This design comes from an exercise in tuning for small area and a short achievable clock period on the open sky130 flow, not from production work.
Power and IR drop assume default switching activity.

==> 02-04 <==
## Nbit_ALU_Register
module Nbit_ALU_Register (r2, r3, ALUop, r0, clk);
parameter n = 32;
input[n-1:0] r2, r3;
input[2:0] ALUop;
input clk;
output [n-1:0] r0;
wire[n-1:0] r1;
Nbit_ALU #(n) alu1 (.r1(r1), .r2(r2), .r3(r3), .ALUop(ALUop) );
Nbit_Register #(n) reg1 (.outo(r0), .ino(r1), .clk(clk) );
endmodule
clock: 15.5 ns
lec_check: 0
cap_margin: 20
core_margin: 2
core_utilization: 40
slew_margin: 20
synth_hierarchical: 1
synth_minimum_keep_size: 0
standard.sh (not shown) runs the stock make flow with config.mk's settings and CLKGATE_MAP_FILE= SYNTH_SCRIPT=/design/flow/synth_recipe.tcl, a recipe that flattens the netlist after the stock synthesis.
==> flow/flow/run.sh <==
#!/bin/bash
# Standard ORFS layout; the only change is the cell used to buffer the ports
# (a plain buf_1 instead of the delay buffer buffer_ports picks by default).
set -euo pipefail
export BUFFER_PORTS_ARGS="-buffer_cell sky130_fd_sc_hd__buf_1"
bash standard.sh > standard.log 2>&1
==> inputs of 02-16, as changes to 02-04 <==
--- a/flow/design.v
+++ b/flow/design.v
@@ -18,28 +18,26 @@
 module g_a31oi  (input a1, a2, a3, b1, output y);     assign y = ~((a1 & a2 & a3) | b1);         endmodule
 module g_a32oi  (input a1, a2, a3, b1, b2, output y); assign y = ~((a1 & a2 & a3) | (b1 & b2));   endmodule
 `timescale 1ns / 1ps
 module Nbit_ALU(r1, r2, r3, ALUop);
 parameter n = 32;
 input  [n-1:0] r2, r3;
 input  [2:0]   ALUop;
 output [n-1:0] r1;
-wire x01;
-g_xor2 u_x01 (.a(ALUop[0]), .b(ALUop[1]), .y(x01));
-wire op1n;
-g_inv u_op1n (.a(ALUop[1]), .y(op1n));
+wire o02n;
+g_nor2 u_o02n (.a(ALUop[0]), .b(ALUop[2]), .y(o02n));
 wire t0n_d;
 g_mux2i u_t0n_d (.a0(ALUop[0]), .a1(ALUop[1]), .s(ALUop[2]), .y(t0n_d));
 wire t0n_0;
 g_buf u_t0n_0 (.a(t0n_d), .y(t0n_0));
 wire t0n_1;
 g_buf u_t0n_1 (.a(t0n_d), .y(t0n_1));
 wire t1n_d;
-g_mux2i u_t1n_d (.a0(x01), .a1(op1n), .s(ALUop[2]), .y(t1n_d));
+g_xor2 u_t1n_d (.a(ALUop[1]), .b(o02n), .y(t1n_d));
 wire t1n_0;
 g_buf u_t1n_0 (.a(t1n_d), .y(t1n_0));
 wire t1n_1;
 g_buf u_t1n_1 (.a(t1n_d), .y(t1n_1));
 wire esn_d;
 g_o21a u_esn_d (.a1(ALUop[1]), .a2(ALUop[0]), .b1(ALUop[2]), .y(esn_d));
 wire esn_0;
 g_buf u_esn_0 (.a(esn_d), .y(esn_0));
@@ -386,18 +384,20 @@
 wire gn31;
 g_nand2 u_gn31 (.a(r2[31]), .b(bb31), .y(gn31));
 wire tn31;
 g_nor2 u_tn31 (.a(r2[31]), .b(bb31), .y(tn31));
 wire pn31;
 g_nand2b u_pn31 (.an(tn31), .b(gn31), .y(pn31));
 wire y31;
 g_o22ai u_y31 (.a1(gn31), .a2(ecn_1), .b1(pn31), .b2(esn_1), .y(y31));
+wire t0p;
+g_inv u_t0p (.a(t0n_d), .y(t0p));
 wire G0n;
-g_o21a u_G0n (.a1(tn0), .a2(t0n_0), .b1(gn0), .y(G0n));
+g_mux2i u_G0n (.a0(t0p), .a1(r2[0]), .s(r3[0]), .y(G0n));
 wire G1_1;
 g_o21ai u_G1_1 (.a1(tn1), .a2(G0n), .b1(gn1), .y(G1_1));
 wire G1_3;
 g_o21ai u_G1_3 (.a1(tn3), .a2(gn2), .b1(gn3), .y(G1_3));
 wire T1_3;
 g_nor2 u_T1_3 (.a(tn3), .b(tn2), .y(T1_3));
 wire G1_5;
 g_o21ai u_G1_5 (.a1(tn5), .a2(gn4), .b1(gn5), .y(G1_5));
@@ -538,149 +538,135 @@
 wire n_T1_29;
 g_inv u_n_T1_29 (.a(T1_29), .y(n_T1_29));
 wire G7_29;
 g_o21ai u_G7_29 (.a1(n_T1_29), .a2(G6_27), .b1(n_G1_29), .y(G7_29));
 wire n_gn2;
 g_inv u_n_gn2 (.a(gn2), .y(n_gn2));
 wire n_tn2;
 g_inv u_n_tn2 (.a(tn2), .y(n_tn2));
-wire G8_2;
-g_a21oi u_G8_2 (.a1(n_tn2), .a2(G1_1), .b1(n_gn2), .y(G8_2));
+wire kn3;
+g_a32oi u_kn3 (.a1(n_tn2), .a2(G1_1), .a3(en_0), .b1(n_gn2), .b2(en_0), .y(kn3));
 wire G8_4;
 g_o21ai u_G8_4 (.a1(tn4), .a2(G2_3), .b1(gn4), .y(G8_4));
 wire n_gn6;
 g_inv u_n_gn6 (.a(gn6), .y(n_gn6));
 wire n_tn6;
 g_inv u_n_tn6 (.a(tn6), .y(n_tn6));
-wire G8_6;
-g_a21oi u_G8_6 (.a1(n_tn6), .a2(G7_5), .b1(n_gn6), .y(G8_6));
+wire kn7;
+g_a32oi u_kn7 (.a1(n_tn6), .a2(G7_5), .a3(en_0), .b1(n_gn6), .b2(en_0), .y(kn7));
 wire n_gn8;
 g_inv u_n_gn8 (.a(gn8), .y(n_gn8));
 wire n_tn8;
 g_inv u_n_tn8 (.a(tn8), .y(n_tn8));
-wire G8_8;
-g_a21oi u_G8_8 (.a1(n_tn8), .a2(G3_7), .b1(n_gn8), .y(G8_8));
+wire kn9;
+g_a32oi u_kn9 (.a1(n_tn8), .a2(G3_7), .a3(en_0), .b1(n_gn8), .b2(en_0), .y(kn9));
 wire G8_10;
 g_o21ai u_G8_10 (.a1(tn10), .a2(G7_9), .b1(gn10), .y(G8_10));
 wire G8_12;
 g_o21ai u_G8_12 (.a1(tn12), .a2(G6_11), .b1(gn12), .y(G8_12));
 wire n_gn14;
 g_inv u_n_gn14 (.a(gn14), .y(n_gn14));
 wire n_tn14;
 g_inv u_n_tn14 (.a(tn14), .y(n_tn14));
-wire G8_14;
-g_a21oi u_G8_14 (.a1(n_tn14), .a2(G7_13), .b1(n_gn14), .y(G8_14));
+wire kn15;
+g_a32oi u_kn15 (.a1(n_tn14), .a2(G7_13), .a3(en_0), .b1(n_gn14), .b2(en_0), .y(kn15));
 wire G8_16;
 g_o21ai u_G8_16 (.a1(tn16), .a2(G4_15), .b1(gn16), .y(G8_16));
 wire n_gn18;
 g_inv u_n_gn18 (.a(gn18), .y(n_gn18));
 wire n_tn18;
 g_inv u_n_tn18 (.a(tn18), .y(n_tn18));
-wire G8_18;
-g_a21oi u_G8_18 (.a1(n_tn18), .a2(G7_17), .b1(n_gn18), .y(G8_18));
+wire kn19;
+g_a32oi u_kn19 (.a1(n_tn18), .a2(G7_17), .a3(en_1), .b1(n_gn18), .b2(en_1), .y(kn19));
 wire n_gn20;
 g_inv u_n_gn20 (.a(gn20), .y(n_gn20));
 wire n_tn20;
 g_inv u_n_tn20 (.a(tn20), .y(n_tn20));
-wire G8_20;
-g_a21oi u_G8_20 (.a1(n_tn20), .a2(G6_19), .b1(n_gn20), .y(G8_20));
+wire kn21;
+g_a32oi u_kn21 (.a1(n_tn20), .a2(G6_19), .a3(en_1), .b1(n_gn20), .b2(en_1), .y(kn21));
 wire G8_22;
 g_o21ai u_G8_22 (.a1(tn22), .a2(G7_21), .b1(gn22), .y(G8_22));
 wire n_gn24;
 g_inv u_n_gn24 (.a(gn24), .y(n_gn24));
 wire n_tn24;
 g_inv u_n_tn24 (.a(tn24), .y(n_tn24));
-wire G8_24;
-g_a21oi u_G8_24 (.a1(n_tn24), .a2(G5_23), .b1(n_gn24), .y(G8_24));
+wire kn25;
+g_a32oi u_kn25 (.a1(n_tn24), .a2(G5_23), .a3(en_1), .b1(n_gn24), .b2(en_1), .y(kn25));
 wire G8_26;
 g_o21ai u_G8_26 (.a1(tn26), .a2(G7_25), .b1(gn26), .y(G8_26));
 wire G8_28;
 g_o21ai u_G8_28 (.a1(tn28), .a2(G6_27), .b1(gn28), .y(G8_28));
 wire n_gn30;
 g_inv u_n_gn30 (.a(gn30), .y(n_gn30));
 wire n_tn30;
 g_inv u_n_tn30 (.a(tn30), .y(n_tn30));
 wire G8_30;
 g_a21oi u_G8_30 (.a1(n_tn30), .a2(G7_29), .b1(n_gn30), .y(G8_30));
 wire k1;
 g_nor2 u_k1 (.a(G0n), .b(enn_0), .y(k1));
 g_xor2 u_r1 (.a(y1), .b(k1), .y(r1[1]));
 wire kn2;
 g_nand2 u_kn2 (.a(G1_1), .b(en_0), .y(kn2));
 g_xnor2 u_r2 (.a(y2), .b(kn2), .y(r1[2]));
-wire k3;
-g_nor2 u_k3 (.a(G8_2), .b(enn_0), .y(k3));
-g_xor2 u_r3 (.a(y3), .b(k3), .y(r1[3]));
+g_xnor2 u_r3 (.a(y3), .b(kn3), .y(r1[3]));
 wire k4;
 g_nor2 u_k4 (.a(G2_3), .b(enn_0), .y(k4));
 g_xor2 u_r4 (.a(y4), .b(k4), .y(r1[4]));
 wire kn5;
 g_nand2 u_kn5 (.a(G8_4), .b(en_0), .y(kn5));
 g_xnor2 u_r5 (.a(y5), .b(kn5), .y(r1[5]));
 wire kn6;
 g_nand2 u_kn6 (.a(G7_5), .b(en_0), .y(kn6));
 g_xnor2 u_r6 (.a(y6), .b(kn6), .y(r1[6]));
-wire k7;
-g_nor2 u_k7 (.a(G8_6), .b(enn_0), .y(k7));
-g_xor2 u_r7 (.a(y7), .b(k7), .y(r1[7]));
+g_xnor2 u_r7 (.a(y7), .b(kn7), .y(r1[7]));
 wire kn8;
 g_nand2 u_kn8 (.a(G3_7), .b(en_0), .y(kn8));
 g_xnor2 u_r8 (.a(y8), .b(kn8), .y(r1[8]));
-wire k9;
-g_nor2 u_k9 (.a(G8_8), .b(enn_0), .y(k9));
-g_xor2 u_r9 (.a(y9), .b(k9), .y(r1[9]));
+g_xnor2 u_r9 (.a(y9), .b(kn9), .y(r1[9]));
 wire k10;
 g_nor2 u_k10 (.a(G7_9), .b(enn_0), .y(k10));
 g_xor2 u_r10 (.a(y10), .b(k10), .y(r1[10]));
 wire kn11;
 g_nand2 u_kn11 (.a(G8_10), .b(en_0), .y(kn11));
 g_xnor2 u_r11 (.a(y11), .b(kn11), .y(r1[11]));
 wire k12;
 g_nor2 u_k12 (.a(G6_11), .b(enn_0), .y(k12));
 g_xor2 u_r12 (.a(y12), .b(k12), .y(r1[12]));
 wire kn13;
 g_nand2 u_kn13 (.a(G8_12), .b(en_0), .y(kn13));
 g_xnor2 u_r13 (.a(y13), .b(kn13), .y(r1[13]));
 wire kn14;
 g_nand2 u_kn14 (.a(G7_13), .b(en_0), .y(kn14));
 g_xnor2 u_r14 (.a(y14), .b(kn14), .y(r1[14]));
-wire k15;
-g_nor2 u_k15 (.a(G8_14), .b(enn_0), .y(k15));
-g_xor2 u_r15 (.a(y15), .b(k15), .y(r1[15]));
+g_xnor2 u_r15 (.a(y15), .b(kn15), .y(r1[15]));
 wire k16;
 g_nor2 u_k16 (.a(G4_15), .b(enn_1), .y(k16));
 g_xor2 u_r16 (.a(y16), .b(k16), .y(r1[16]));
 wire kn17;
 g_nand2 u_kn17 (.a(G8_16), .b(en_1), .y(kn17));
 g_xnor2 u_r17 (.a(y17), .b(kn17), .y(r1[17]));
 wire kn18;
 g_nand2 u_kn18 (.a(G7_17), .b(en_1), .y(kn18));
 g_xnor2 u_r18 (.a(y18), .b(kn18), .y(r1[18]));
-wire k19;
-g_nor2 u_k19 (.a(G8_18), .b(enn_1), .y(k19));
-g_xor2 u_r19 (.a(y19), .b(k19), .y(r1[19]));
+g_xnor2 u_r19 (.a(y19), .b(kn19), .y(r1[19]));
 wire kn20;
 g_nand2 u_kn20 (.a(G6_19), .b(en_1), .y(kn20));
 g_xnor2 u_r20 (.a(y20), .b(kn20), .y(r1[20]));
-wire k21;
-g_nor2 u_k21 (.a(G8_20), .b(enn_1), .y(k21));
-g_xor2 u_r21 (.a(y21), .b(k21), .y(r1[21]));
+g_xnor2 u_r21 (.a(y21), .b(kn21), .y(r1[21]));
 wire k22;
 g_nor2 u_k22 (.a(G7_21), .b(enn_1), .y(k22));
 g_xor2 u_r22 (.a(y22), .b(k22), .y(r1[22]));
 wire kn23;
 g_nand2 u_kn23 (.a(G8_22), .b(en_1), .y(kn23));
 g_xnor2 u_r23 (.a(y23), .b(kn23), .y(r1[23]));
 wire kn24;
 g_nand2 u_kn24 (.a(G5_23), .b(en_1), .y(kn24));
 g_xnor2 u_r24 (.a(y24), .b(kn24), .y(r1[24]));
-wire k25;
-g_nor2 u_k25 (.a(G8_24), .b(enn_1), .y(k25));
-g_xor2 u_r25 (.a(y25), .b(k25), .y(r1[25]));
+g_xnor2 u_r25 (.a(y25), .b(kn25), .y(r1[25]));
 wire k26;
 g_nor2 u_k26 (.a(G7_25), .b(enn_1), .y(k26));
 g_xor2 u_r26 (.a(y26), .b(k26), .y(r1[26]));
 wire kn27;
 g_nand2 u_kn27 (.a(G8_26), .b(en_1), .y(kn27));
 g_xnor2 u_r27 (.a(y27), .b(kn27), .y(r1[27]));
 wire k28;
 g_nor2 u_k28 (.a(G6_27), .b(enn_1), .y(k28));
==> flow/flow/run.sh (replaced) <==
#!/bin/bash
# Standard ORFS layout with two changes: the ports are buffered with buf_1 (instead of the
# delay buffer buffer_ports picks by default), and timing repair aims for a setup slack of
# 10.1 ns, so that it sizes the critical paths for a shorter period than the clock's.
set -euo pipefail
export BUFFER_PORTS_ARGS="-buffer_cell sky130_fd_sc_hd__buf_1"
export SETUP_SLACK_MARGIN=10.1
bash standard.sh > standard.log 2>&1
==> flow/config.mk (replaced) <==
export PLATFORM = sky130hd
export DESIGN_NAME = Nbit_ALU_Register
export DESIGN_NICKNAME = Nbit_ALU_Register
export VERILOG_FILES = /design/flow/design.v
export SDC_FILE = /design/flow/constraint.sdc
export NUM_CORES = 4
export LEC_CHECK = 0
export CAP_MARGIN = 20
export CORE_MARGIN = 2
export CORE_UTILIZATION = 60
export CTS_BUF_LIST = sky130_fd_sc_hd__clkbuf_4
export GPL_TIMING_DRIVEN = 0
export SLEW_MARGIN = 20
export SYNTH_HIERARCHICAL = 1
export SYNTH_MINIMUM_KEEP_SIZE = 0
==> inputs of 03-28, as changes to 02-04 <==
--- a/flow/design.v
+++ b/flow/design.v
@@ -538,149 +538,135 @@
 wire n_T1_29;
 g_inv u_n_T1_29 (.a(T1_29), .y(n_T1_29));
 wire G7_29;
 g_o21ai u_G7_29 (.a1(n_T1_29), .a2(G6_27), .b1(n_G1_29), .y(G7_29));
 wire n_gn2;
 g_inv u_n_gn2 (.a(gn2), .y(n_gn2));
 wire n_tn2;
 g_inv u_n_tn2 (.a(tn2), .y(n_tn2));
-wire G8_2;
-g_a21oi u_G8_2 (.a1(n_tn2), .a2(G1_1), .b1(n_gn2), .y(G8_2));
+wire kn3;
+g_a32oi u_kn3 (.a1(n_tn2), .a2(G1_1), .a3(en_0), .b1(n_gn2), .b2(en_0), .y(kn3));
 wire G8_4;
 g_o21ai u_G8_4 (.a1(tn4), .a2(G2_3), .b1(gn4), .y(G8_4));
 wire n_gn6;
 g_inv u_n_gn6 (.a(gn6), .y(n_gn6));
 wire n_tn6;
 g_inv u_n_tn6 (.a(tn6), .y(n_tn6));
-wire G8_6;
-g_a21oi u_G8_6 (.a1(n_tn6), .a2(G7_5), .b1(n_gn6), .y(G8_6));
+wire kn7;
+g_a32oi u_kn7 (.a1(n_tn6), .a2(G7_5), .a3(en_0), .b1(n_gn6), .b2(en_0), .y(kn7));
 wire n_gn8;
 g_inv u_n_gn8 (.a(gn8), .y(n_gn8));
 wire n_tn8;
 g_inv u_n_tn8 (.a(tn8), .y(n_tn8));
-wire G8_8;
-g_a21oi u_G8_8 (.a1(n_tn8), .a2(G3_7), .b1(n_gn8), .y(G8_8));
+wire kn9;
+g_a32oi u_kn9 (.a1(n_tn8), .a2(G3_7), .a3(en_0), .b1(n_gn8), .b2(en_0), .y(kn9));
 wire G8_10;
 g_o21ai u_G8_10 (.a1(tn10), .a2(G7_9), .b1(gn10), .y(G8_10));
 wire G8_12;
 g_o21ai u_G8_12 (.a1(tn12), .a2(G6_11), .b1(gn12), .y(G8_12));
 wire n_gn14;
 g_inv u_n_gn14 (.a(gn14), .y(n_gn14));
 wire n_tn14;
 g_inv u_n_tn14 (.a(tn14), .y(n_tn14));
-wire G8_14;
-g_a21oi u_G8_14 (.a1(n_tn14), .a2(G7_13), .b1(n_gn14), .y(G8_14));
+wire kn15;
+g_a32oi u_kn15 (.a1(n_tn14), .a2(G7_13), .a3(en_0), .b1(n_gn14), .b2(en_0), .y(kn15));
 wire G8_16;
 g_o21ai u_G8_16 (.a1(tn16), .a2(G4_15), .b1(gn16), .y(G8_16));
 wire n_gn18;
 g_inv u_n_gn18 (.a(gn18), .y(n_gn18));
 wire n_tn18;
 g_inv u_n_tn18 (.a(tn18), .y(n_tn18));
-wire G8_18;
-g_a21oi u_G8_18 (.a1(n_tn18), .a2(G7_17), .b1(n_gn18), .y(G8_18));
+wire kn19;
+g_a32oi u_kn19 (.a1(n_tn18), .a2(G7_17), .a3(en_1), .b1(n_gn18), .b2(en_1), .y(kn19));
 wire n_gn20;
 g_inv u_n_gn20 (.a(gn20), .y(n_gn20));
 wire n_tn20;
 g_inv u_n_tn20 (.a(tn20), .y(n_tn20));
-wire G8_20;
-g_a21oi u_G8_20 (.a1(n_tn20), .a2(G6_19), .b1(n_gn20), .y(G8_20));
+wire kn21;
+g_a32oi u_kn21 (.a1(n_tn20), .a2(G6_19), .a3(en_1), .b1(n_gn20), .b2(en_1), .y(kn21));
 wire G8_22;
 g_o21ai u_G8_22 (.a1(tn22), .a2(G7_21), .b1(gn22), .y(G8_22));
 wire n_gn24;
 g_inv u_n_gn24 (.a(gn24), .y(n_gn24));
 wire n_tn24;
 g_inv u_n_tn24 (.a(tn24), .y(n_tn24));
-wire G8_24;
-g_a21oi u_G8_24 (.a1(n_tn24), .a2(G5_23), .b1(n_gn24), .y(G8_24));
+wire kn25;
+g_a32oi u_kn25 (.a1(n_tn24), .a2(G5_23), .a3(en_1), .b1(n_gn24), .b2(en_1), .y(kn25));
 wire G8_26;
 g_o21ai u_G8_26 (.a1(tn26), .a2(G7_25), .b1(gn26), .y(G8_26));
 wire G8_28;
 g_o21ai u_G8_28 (.a1(tn28), .a2(G6_27), .b1(gn28), .y(G8_28));
 wire n_gn30;
 g_inv u_n_gn30 (.a(gn30), .y(n_gn30));
 wire n_tn30;
 g_inv u_n_tn30 (.a(tn30), .y(n_tn30));
 wire G8_30;
 g_a21oi u_G8_30 (.a1(n_tn30), .a2(G7_29), .b1(n_gn30), .y(G8_30));
 wire k1;
 g_nor2 u_k1 (.a(G0n), .b(enn_0), .y(k1));
 g_xor2 u_r1 (.a(y1), .b(k1), .y(r1[1]));
 wire kn2;
 g_nand2 u_kn2 (.a(G1_1), .b(en_0), .y(kn2));
 g_xnor2 u_r2 (.a(y2), .b(kn2), .y(r1[2]));
-wire k3;
-g_nor2 u_k3 (.a(G8_2), .b(enn_0), .y(k3));
-g_xor2 u_r3 (.a(y3), .b(k3), .y(r1[3]));
+g_xnor2 u_r3 (.a(y3), .b(kn3), .y(r1[3]));
 wire k4;
 g_nor2 u_k4 (.a(G2_3), .b(enn_0), .y(k4));
 g_xor2 u_r4 (.a(y4), .b(k4), .y(r1[4]));
 wire kn5;
 g_nand2 u_kn5 (.a(G8_4), .b(en_0), .y(kn5));
 g_xnor2 u_r5 (.a(y5), .b(kn5), .y(r1[5]));
 wire kn6;
 g_nand2 u_kn6 (.a(G7_5), .b(en_0), .y(kn6));
 g_xnor2 u_r6 (.a(y6), .b(kn6), .y(r1[6]));
-wire k7;
-g_nor2 u_k7 (.a(G8_6), .b(enn_0), .y(k7));
-g_xor2 u_r7 (.a(y7), .b(k7), .y(r1[7]));
+g_xnor2 u_r7 (.a(y7), .b(kn7), .y(r1[7]));
 wire kn8;
 g_nand2 u_kn8 (.a(G3_7), .b(en_0), .y(kn8));
 g_xnor2 u_r8 (.a(y8), .b(kn8), .y(r1[8]));
-wire k9;
-g_nor2 u_k9 (.a(G8_8), .b(enn_0), .y(k9));
-g_xor2 u_r9 (.a(y9), .b(k9), .y(r1[9]));
+g_xnor2 u_r9 (.a(y9), .b(kn9), .y(r1[9]));
 wire k10;
 g_nor2 u_k10 (.a(G7_9), .b(enn_0), .y(k10));
 g_xor2 u_r10 (.a(y10), .b(k10), .y(r1[10]));
 wire kn11;
 g_nand2 u_kn11 (.a(G8_10), .b(en_0), .y(kn11));
 g_xnor2 u_r11 (.a(y11), .b(kn11), .y(r1[11]));
 wire k12;
 g_nor2 u_k12 (.a(G6_11), .b(enn_0), .y(k12));
 g_xor2 u_r12 (.a(y12), .b(k12), .y(r1[12]));
 wire kn13;
 g_nand2 u_kn13 (.a(G8_12), .b(en_0), .y(kn13));
 g_xnor2 u_r13 (.a(y13), .b(kn13), .y(r1[13]));
 wire kn14;
 g_nand2 u_kn14 (.a(G7_13), .b(en_0), .y(kn14));
 g_xnor2 u_r14 (.a(y14), .b(kn14), .y(r1[14]));
-wire k15;
-g_nor2 u_k15 (.a(G8_14), .b(enn_0), .y(k15));
-g_xor2 u_r15 (.a(y15), .b(k15), .y(r1[15]));
+g_xnor2 u_r15 (.a(y15), .b(kn15), .y(r1[15]));
 wire k16;
 g_nor2 u_k16 (.a(G4_15), .b(enn_1), .y(k16));
 g_xor2 u_r16 (.a(y16), .b(k16), .y(r1[16]));
 wire kn17;
 g_nand2 u_kn17 (.a(G8_16), .b(en_1), .y(kn17));
 g_xnor2 u_r17 (.a(y17), .b(kn17), .y(r1[17]));
 wire kn18;
 g_nand2 u_kn18 (.a(G7_17), .b(en_1), .y(kn18));
 g_xnor2 u_r18 (.a(y18), .b(kn18), .y(r1[18]));
-wire k19;
-g_nor2 u_k19 (.a(G8_18), .b(enn_1), .y(k19));
-g_xor2 u_r19 (.a(y19), .b(k19), .y(r1[19]));
+g_xnor2 u_r19 (.a(y19), .b(kn19), .y(r1[19]));
 wire kn20;
 g_nand2 u_kn20 (.a(G6_19), .b(en_1), .y(kn20));
 g_xnor2 u_r20 (.a(y20), .b(kn20), .y(r1[20]));
-wire k21;
-g_nor2 u_k21 (.a(G8_20), .b(enn_1), .y(k21));
-g_xor2 u_r21 (.a(y21), .b(k21), .y(r1[21]));
+g_xnor2 u_r21 (.a(y21), .b(kn21), .y(r1[21]));
 wire k22;
 g_nor2 u_k22 (.a(G7_21), .b(enn_1), .y(k22));
 g_xor2 u_r22 (.a(y22), .b(k22), .y(r1[22]));
 wire kn23;
 g_nand2 u_kn23 (.a(G8_22), .b(en_1), .y(kn23));
 g_xnor2 u_r23 (.a(y23), .b(kn23), .y(r1[23]));
 wire kn24;
 g_nand2 u_kn24 (.a(G5_23), .b(en_1), .y(kn24));
 g_xnor2 u_r24 (.a(y24), .b(kn24), .y(r1[24]));
-wire k25;
-g_nor2 u_k25 (.a(G8_24), .b(enn_1), .y(k25));
-g_xor2 u_r25 (.a(y25), .b(k25), .y(r1[25]));
+g_xnor2 u_r25 (.a(y25), .b(kn25), .y(r1[25]));
 wire k26;
 g_nor2 u_k26 (.a(G7_25), .b(enn_1), .y(k26));
 g_xor2 u_r26 (.a(y26), .b(k26), .y(r1[26]));
 wire kn27;
 g_nand2 u_kn27 (.a(G8_26), .b(en_1), .y(kn27));
 g_xnor2 u_r27 (.a(y27), .b(kn27), .y(r1[27]));
 wire k28;
 g_nor2 u_k28 (.a(G6_27), .b(enn_1), .y(k28));
==> flow/flow/run.sh (replaced) <==
#!/bin/bash
# Standard ORFS layout with two changes: the ports are buffered with buf_1 (instead of the
# delay buffer buffer_ports picks by default), and timing repair aims for a setup slack of
# 9.9 ns, so that it sizes the critical paths for a shorter period than the clock's.
set -euo pipefail
export BUFFER_PORTS_ARGS="-buffer_cell sky130_fd_sc_hd__buf_1"
export SETUP_SLACK_MARGIN=9.9
bash standard.sh > standard.log 2>&1
==> flow/config.mk (replaced) <==
export PLATFORM = sky130hd
export DESIGN_NAME = Nbit_ALU_Register
export DESIGN_NICKNAME = Nbit_ALU_Register
export VERILOG_FILES = /design/flow/design.v
export SDC_FILE = /design/flow/constraint.sdc
export NUM_CORES = 4
export LEC_CHECK = 0
export CAP_MARGIN = 20
export CORE_MARGIN = 2
export CORE_UTILIZATION = 60
export CTS_BUF_LIST = sky130_fd_sc_hd__clkbuf_4
export GPL_TIMING_DRIVEN = 0
export SLEW_MARGIN = 20
export SYNTH_HIERARCHICAL = 1
export SYNTH_MINIMUM_KEEP_SIZE = 0
==> notes <==
Between 02-04 and 02-16, the lower clock-buffer cell count is in 02-16 (gap 2). The lowest first-iteration DRC count belongs to 03-28, the highest to 02-16. Of 02-04 and 02-16, 02-04 has the higher die area (gap about 50%, measured against 02-16). Critical path depth: 03-28 is higher than 02-04 (2). Cell count: 02-16 < 03-28 < 02-04. Power, highest first: 02-04, 02-16, 03-28. The lowest non-clock buffer count belongs to 02-04, the highest to 03-28. Sequential share of layout area: 02-16 is lower than 02-04 (0.79 points). Cell area: 03-28 is higher than 02-04 (about 2.5%). Sequential cell count is the same in 02-04 and 02-16.
==> figures <==
metric                                                                          02-16                    02-04                    03-28
Core ar.                                                                     4324 µm²                 6681 µm²                 4354 µm²
Hold Crit Depth                                                                     3                        4                        3
Minimum hold slack                                                           3.152 ns                 3.236 ns                 3.164 ns
Total met3 wirelength after detailed routing                                   492 µm                   335 µm                   489 µm
Number of cells after detailed placement                                          530                      555                      530
Total non-filler cell area in the finished layout                            3372 µm²                 3238 µm²                 3318 µm²
Global-route usage over all layers                                             26.69%                   18.44%                   27.36%
Combinational cell fraction of total power                                      49.9%                    42.8%                    49.2%
Fraction of power consumed by sequential logic                                  35.3%                    33.8%                    35.6%
Layout clock buffer count                                                           5                        7                        5
Die span in y                                                                70.96 µm                 86.47 µm                 71.01 µm
Growth of design area from synthesis to finish                                 25.35%                   19.04%                   23.18%
Worst-path clk slew                                                           0.10 ns                  0.07 ns                  0.09 ns
Result of the run                                             complete, no violations  complete, no violations  complete, no violations
Die Wd                                                                       70.96 µm                 86.47 µm                 71.01 µm
Xor and xnor area share after synthesis                                        11.07%                   10.95%                   11.05%
Share of synthesized area occupied by flip-flops and latches                   23.81%                   23.55%                   23.78%
Worst setup slack after placement                                            9.307 ns                 8.606 ns                 9.136 ns
Simple-gate share of the synthesized area                                      23.95%                   24.52%                   23.78%
Mean post-synth cell area                                                   7.098 µm²                7.047 µm²                7.108 µm²
Met1 Track Usage GR                                                            34.09%                   23.68%                   36.04%
Int Power                                                                    177.4 µW                 191.6 µW                 176.6 µW
No functional check of the RTL was part of any run of this note.

[afterwards: timing with drivers on the ports]
In the flow no input, the clock included, has a driving cell. The finished layouts below were timed again as built, in two steps.
Step 1 (the two cells are an assumption about what drives the block):
set clk [get_ports {clk}]
set_driving_cell -lib_cell sky130_fd_sc_hd__clkbuf_16 $clk
set_driving_cell -lib_cell sky130_fd_sc_hd__buf_2 [delete_from_list [all_inputs] $clk]
Step 2 adds t to the input delays and takes it off the output delays; t is the mean of the earliest and latest rising clock arrival at the registers after step 1. Input paths then give back, and output paths get back, about the clock's delay inside the block.
a / b / c = ideal / step 1 / step 2; a / b = the first two.
run	t, ns	setup slack, ns	hold WS [ns]	pins driven straight from the clock port
02-04	0.310	8.863 / 8.862 / 8.552	3.236 / 3.233 / 3.510	1
02-16	0.367	10.249 / 10.249 / 9.882	3.152 / 3.153 / 3.516	1
03-28	0.358	10.059 / 10.063 / 9.705	3.164 / 3.161 / 3.508	1
After both steps every run listed still meets setup and hold. The setup slack of 02-16, which loses most, moves by 0.000 ns with the drivers and by -0.367 ns with both steps.
